From an optimization exercise on the open Yosys and OpenROAD flow, aimed at small area; shortcuts taken in it are not production practice.
In this exercise RTL edits were held to simulation tests only and were not proved equivalent to the original.
No activity file was given, so power comes from the tool's default toggle rates.

==> flow/design.v, too long to show whole: its modules and the start of the top module <==
// module glyph_rom: 964 lines
// module Top_Student: 739 lines
// module oled_power_enable: 6 lines
module Top_Student (
    input clk,
    input [4:0] btn,
    input [15:0] sw,
    output [7:0] JB,
    output VGA_Hsync,
    output VGA_Vsync,
    output [11:0] VGA_RGB,
    output [13:0] led,
    output [7:0] seg,
    output [3:0] an,
    output reg [1:0] current_main_mode
);
  // ...
==> flow/flow/run.sh <==
#!/bin/bash
# The standard layout (the standard.sh, every step unchanged), with each
# port's buffer made from the smallest buffer cell (buf_1) instead of the
# default clkdlybuf4s50_1. All of the flow's output goes to standard.log;
# ORFS writes each step's own log under orfs/logs/.
set -e
export BUFFER_PORTS_ARGS="-buffer_cell sky130_fd_sc_hd__buf_1"
bash standard.sh > standard.log 2>&1
==> flow/standard.sh <==
#!/bin/bash
# synth_recipe.tcl (not shown) runs the flow's synth.tcl, then flattens the netlist and writes it again
# the make line also repeats each setting of config.mk as NAME=value (left out here)
make -C /OpenROAD-flow-scripts/flow DESIGN_CONFIG=/design/flow/config.mk WORK_HOME=/design/flow/orfs CLKGATE_MAP_FILE= SYNTH_SCRIPT=/design/flow/synth_recipe.tcl "${@:-finish}"
==> flow/config.mk <==
export PLATFORM = sky130hd
export DESIGN_NAME = Top_Student
export DESIGN_NICKNAME = Top_Student
export VERILOG_FILES = /design/flow/design.v
export SDC_FILE = /design/flow/constraint.sdc
export NUM_CORES = 4
export LEC_CHECK = 0
export CAP_MARGIN = 20
export CORE_MARGIN = 2
export CORE_UTILIZATION = 65
export CTS_CLUSTER_DIAMETER = 80
export CTS_CLUSTER_SIZE = 30
export PLACE_DENSITY = 0.8
export SLEW_MARGIN = 20
export SYNTH_MEMORY_MAX_BITS = 32768
==> flow/constraint.sdc <==
create_clock -name core_clock -period 12.0 [get_ports {clk}]
set_input_delay 2.4000 -clock core_clock [delete_from_list [all_inputs] [get_ports {clk}]]
set_output_delay 2.4000 -clock core_clock [all_outputs]
set_load 0.01 [all_outputs]
==> reports/metrics.cfg, run 1 <==
[critical_path]
crit_path_end_kind=flop
cp-startpoint=st[0]
cpMaxStageDelayCell=ha_1
crit_top_cell=nor2_1
crit_cells=34
r2r_end=obit
arrival_ns=9.69
crit-reg2reg-launch=st[0]
rr_worst_depth=34

[die]
start_util=0.655
dieArea_sq_um=43700

[synthesis]
syn-cell-area_sq_um=27400
synthSimpleGateAreaFrac=0.180
yosys_warnings=5

[cells_and_area]
seq_cells=608
area_growth_pct=3.95
nonClkBufAreaFrac=0.0132
inverters=145
clkbuf_count=29
top_register=ring

[place]
place_congestion=0.963

[route]
wl_per_cell_microns=20.0
wl_met2_mm=33.9

[worst_hold_path]
hold_depth=0

[power_and_ir_drop]
clkPwrFrac=0.305
netSwitchingFraction=0.243

[clock_network]
clock_path_buffers=3
cts-buffers-inserted=26

[grt]
grt_pass1_vias=21400
grt_busiest_layer=met2

[run_status]
outcome=timing/DRC/antenna clean

==> inputs of run 2 (changes only) <==
==> flow/run.sh (new file) <==
#!/bin/bash
# synth_recipe.tcl (not shown) runs the flow's synth.tcl, then flattens the netlist and writes it again
# the make line also repeats each setting of config.mk as NAME=value (left out here)
make -C /OpenROAD-flow-scripts/flow DESIGN_CONFIG=/design/flow/config.mk WORK_HOME=/design/flow/orfs CLKGATE_MAP_FILE= SYNTH_SCRIPT=/design/flow/synth_recipe.tcl finish
removed: flow/flow/run.sh
removed: flow/standard.sh
==> run 2 against run 1 <==
  * Highest routed layer is now met4
  * Wire length is 0.92% lower
  * Clock power grew 7%
  * Worst setup slack got worse by 0.39 ns
  * Utilization up 0.86 points
  * Still clean on timing, DRC and antenna
  * First-iteration DRC count grew 10%
  * Cell count hardly changed
==> reports/metrics.cfg, run 2 <==
[die]
rows=75  ; unchanged
ioPinCount=72  ; unchanged
core_area_sq_um=41800  ; unchanged
dieArea_sq_um=43700  ; unchanged
dieWidth_microns=209  ; unchanged
die_height_microns=209  ; unchanged
start_util=0.655  ; unchanged

[synthesis]
synth_top_area_cell=dfxtp_1  ; unchanged
synth_seq_area_share=0.459  ; unchanged
synth.distinct_cells=103  ; unchanged
yosys_warnings=5  ; unchanged
syn-cell-area_sq_um=27400  ; unchanged
synth-seq-cells=608  ; unchanged
ys_top_cells_by_count=554 x dfxtp_1, 313 x nand2_1, 307 x nor2_1  ; unchanged
synthTopCellsByArea=dfxtp_1 41%, ha_1 6.9%, nand2_1 4.3%  ; unchanged
async_flop_share=0.0477  ; unchanged
synth-edff-count=25  ; unchanged
postSynthCellCount=3043  ; unchanged
ys.flop_type=dfxtp_1  ; unchanged
avgSynthCellArea_sq_um=8.99  ; unchanged
synth_top_area_frac=0.405  ; unchanged
synth.most_common_cell=dfxtp_1  ; unchanged

[power_and_ir_drop]
p_leak_nw=11.5  ; was 11.4 nW
peakVddDrop_mv=0.197  ; was 0.167 mV
powerDensity_nw_per_um2=122  ; was 121 nW/um^2

[grt]
grt_first_pass_wirelength_mm=112  ; was 113 mm
grt-ovfl-total=0  ; unchanged
grt_use_total=0.313  ; was 0.315
grt_max_degree=64  ; was 67
grt_pass1_vias=21200  ; was 21.4k
antenna_found_initial=0  ; was 1

[timing]
worst_slew_pin_slew_ns=1.00  ; was 0.961 ns
maxSlewHeadroom=0.325  ; was 0.354
hold_viol=0  ; unchanged
fin_crit_sh=0.811  ; was 0.779
slew_viol_final=0  ; unchanged
setup_viol=0  ; unchanged
rsz0062_at_grt=no  ; unchanged
hold_slack_ns=0.321  ; was 0.324 ns
max_freq_mhz=103  ; was 107 MHz
layout_min_cycle_time_ns=9.74  ; was 9.35 ns
setup_tns_ns=0  ; unchanged
finClkSkew_ns=0.0332  ; was 0.0395 ns

[critical_path]
worstPathMaxFanout=33  ; unchanged
worstPathRequired_ns=12.33  ; was 12.34 ns
startpoint_type=flop  ; unchanged
crit_top_cell=nor2_1  ; unchanged
crit_path_end_kind=flop  ; unchanged
cpMaxStageDelayCell=a2111oi_0  ; was ha_1
arrival_ns=10.07  ; was 9.69 ns
slowest_delay_ns=0.85  ; was 0.75 ns
crit_type=reg2reg  ; unchanged

[clock_network]
htreeDepth=1  ; unchanged
path_clk_slew_ns=0.11  ; was 0.12 ns
clock_path_buffers=3  ; unchanged
cts_root_buf=clkbuf_16  ; unchanged
cts_resized=0  ; unchanged
cts_hold_buf=0  ; unchanged
clock_latency_ns=0.62  ; was 0.61 ns
cts-buffers-inserted=28  ; was 26
post-cts-setup-buffers=0  ; unchanged
clock-sinks=608  ; unchanged
cts_tree=yes  ; unchanged

[cells_and_area]
final_common_cell=dfxtp_1  ; unchanged
area_growth_pct=5.26  ; was 3.95%
instances_no_fill=3516  ; was 3514
final_cell_area_sq_um=28800  ; was 28400 sq um
largest_reg_flops=320  ; unchanged
fillCellCount=3111  ; was 3174
reg.largest.list=ring x320, bcnt x50, kring x50  ; unchanged
multi_input_area_sq_um=13500  ; about the same
final_cell_mix=554 x dfxtp_1, 313 x nand2_1, 306 x nor2_1  ; was 554 x dfxtp_1, 313 x nand2_1, 307 x nor2_1
final_layout_size_suffix_gt1_frac=0.0400  ; was 0.0383
seqCellArea_sq_um=12600  ; unchanged
top_register=ring  ; unchanged
fin_nets=3147  ; was 3148

[place]
postPlaceCellArea_sq_um=27900  ; was 27600 sq um
hpwl_mm=48.8  ; was 49.0 mm
port_buffers=43  ; unchanged
placed_cells=3474  ; was 3477
place_congestion=0.966  ; was 0.963

[route]
dr.pass1.iters=6  ; unchanged
remaining_drc_errors=0  ; unchanged
drt_iter0_markers=2457  ; was 2224
wl_per_cell_microns=19.8  ; was 20.0 microns
wl_mm=69.7  ; was 70.3 mm
num_vias=22300  ; was 22.2k
viasPerCell=6.35  ; was 6.32
ant_nets=0  ; unchanged

[worst_hold_path]
hp-class=reg2reg  ; unchanged

[run_status]
outcome=timing/DRC/antenna clean  ; unchanged

[job]
maxCapViolCount=0  ; unchanged

## run 2: cell families after synthesis
| logic type | synth area share |
|---|---|
| AND/OR/NAND/NOR | 0.180 |
| XOR/XNOR | 0.0349 |
| buffers and inverters | 0.0511 |
| AO/OA/AOI/OAI | 0.179 |
| other | 0.000275 |
| adder cells (fa/ha/maj) | 0.0770 |
| multiplexers | 0.0186 |
| flip-flops | 0.459 |
## run 2: area by class of cell
cell class                      count  area share
Clock inverter                     11     0.00717
Multi-Input combinational cell   2114       0.468
Clock buffer                       30      0.0246
Antenna cell                        1   0.0000869
Timing Repair Buffer               68      0.0214
Tap cell                          539      0.0234
Sequential cell                   608       0.436
Inverter                          145      0.0190
## run 2: power breakdown
group,switching [mW],internal [mW]
clock,0.664,0.460
combinational,0.164,0.110
sequential,0.0444,2.08
## run 2: final timing paths
path                               endpoint  depth (start not counted)  slack, ns        start
worst max-delay path                   obit                         34       2.26        st[0]
worst min-delay path            ring[34][2]                          0       0.32  ring[33][2]
worst max register to register         obit                         34       2.26        st[0]
worst min register to register  ring[34][2]                          0       0.32  ring[33][2]
max in group asynchronous             vc[0]                          2       9.21       sw[15]
min in group asynchronous             vc[7]                          1       1.76       sw[15]
## run 2: per-layer routing
layer | routed length, microns | GRT usage
met5 | 0 | 0
met4 | 2040 | 0.0929
met3 | 4560 | 0.0395
met2 | 33500 | 0.534
met1 | 29600 | 0.418
## run 2: through the flow
stage / power, mW / worst slack, ns / util
after CTS: 3.54 / 2.67 / 0.689
after floorplan: 2.36 / 5.08 / -
final: 3.53 / 2.26 / 0.689
after global routing: 3.64 / 1.75 / 0.689
after detailed placement: 2.44 / 2.70 / 0.667
after global placement: 2.41 / 2.87 / 0.667
## run 2: critical path, delay by kind of cell (launching register included)
family / cells / cell delay, ns
simple gates: 10 / 2.50
buf+inv: 7 / 1.33
fa+ha+maj: 5 / 2.05
flops: 1 / 0.44
compound gates: 11 / 2.64
xor+xnor: 1 / 0.46

[what the ideal ports hide]
Ports are ideal in the flow. The routed layouts listed here were re-timed in OpenROAD. Step 1: set_driving_cell puts a clkbuf_16 on clk and a buf_2 on each other input, an assumption about the parent block. Step 2 moves the port delays by t, midway between the first and last clock arrival at a register: inputs arrive t later, outputs are due t later. That takes back most of the time a late clock gives input paths. Slacks: no drivers / after step 1 / after step 2; pairs: no drivers / after step 1.
| run | t (ns) | setup WS [ns] | clock arrival spread, ns |
|---|---|---|---|
| run 1 | 0.640 | 2.653 / 2.653 / 2.653 | 0.040 / 0.040 |
| run 2 | 0.661 | 2.264 / 2.264 / 2.264 | 0.041 / 0.040 |
After both steps every run listed still meets setup and hold.
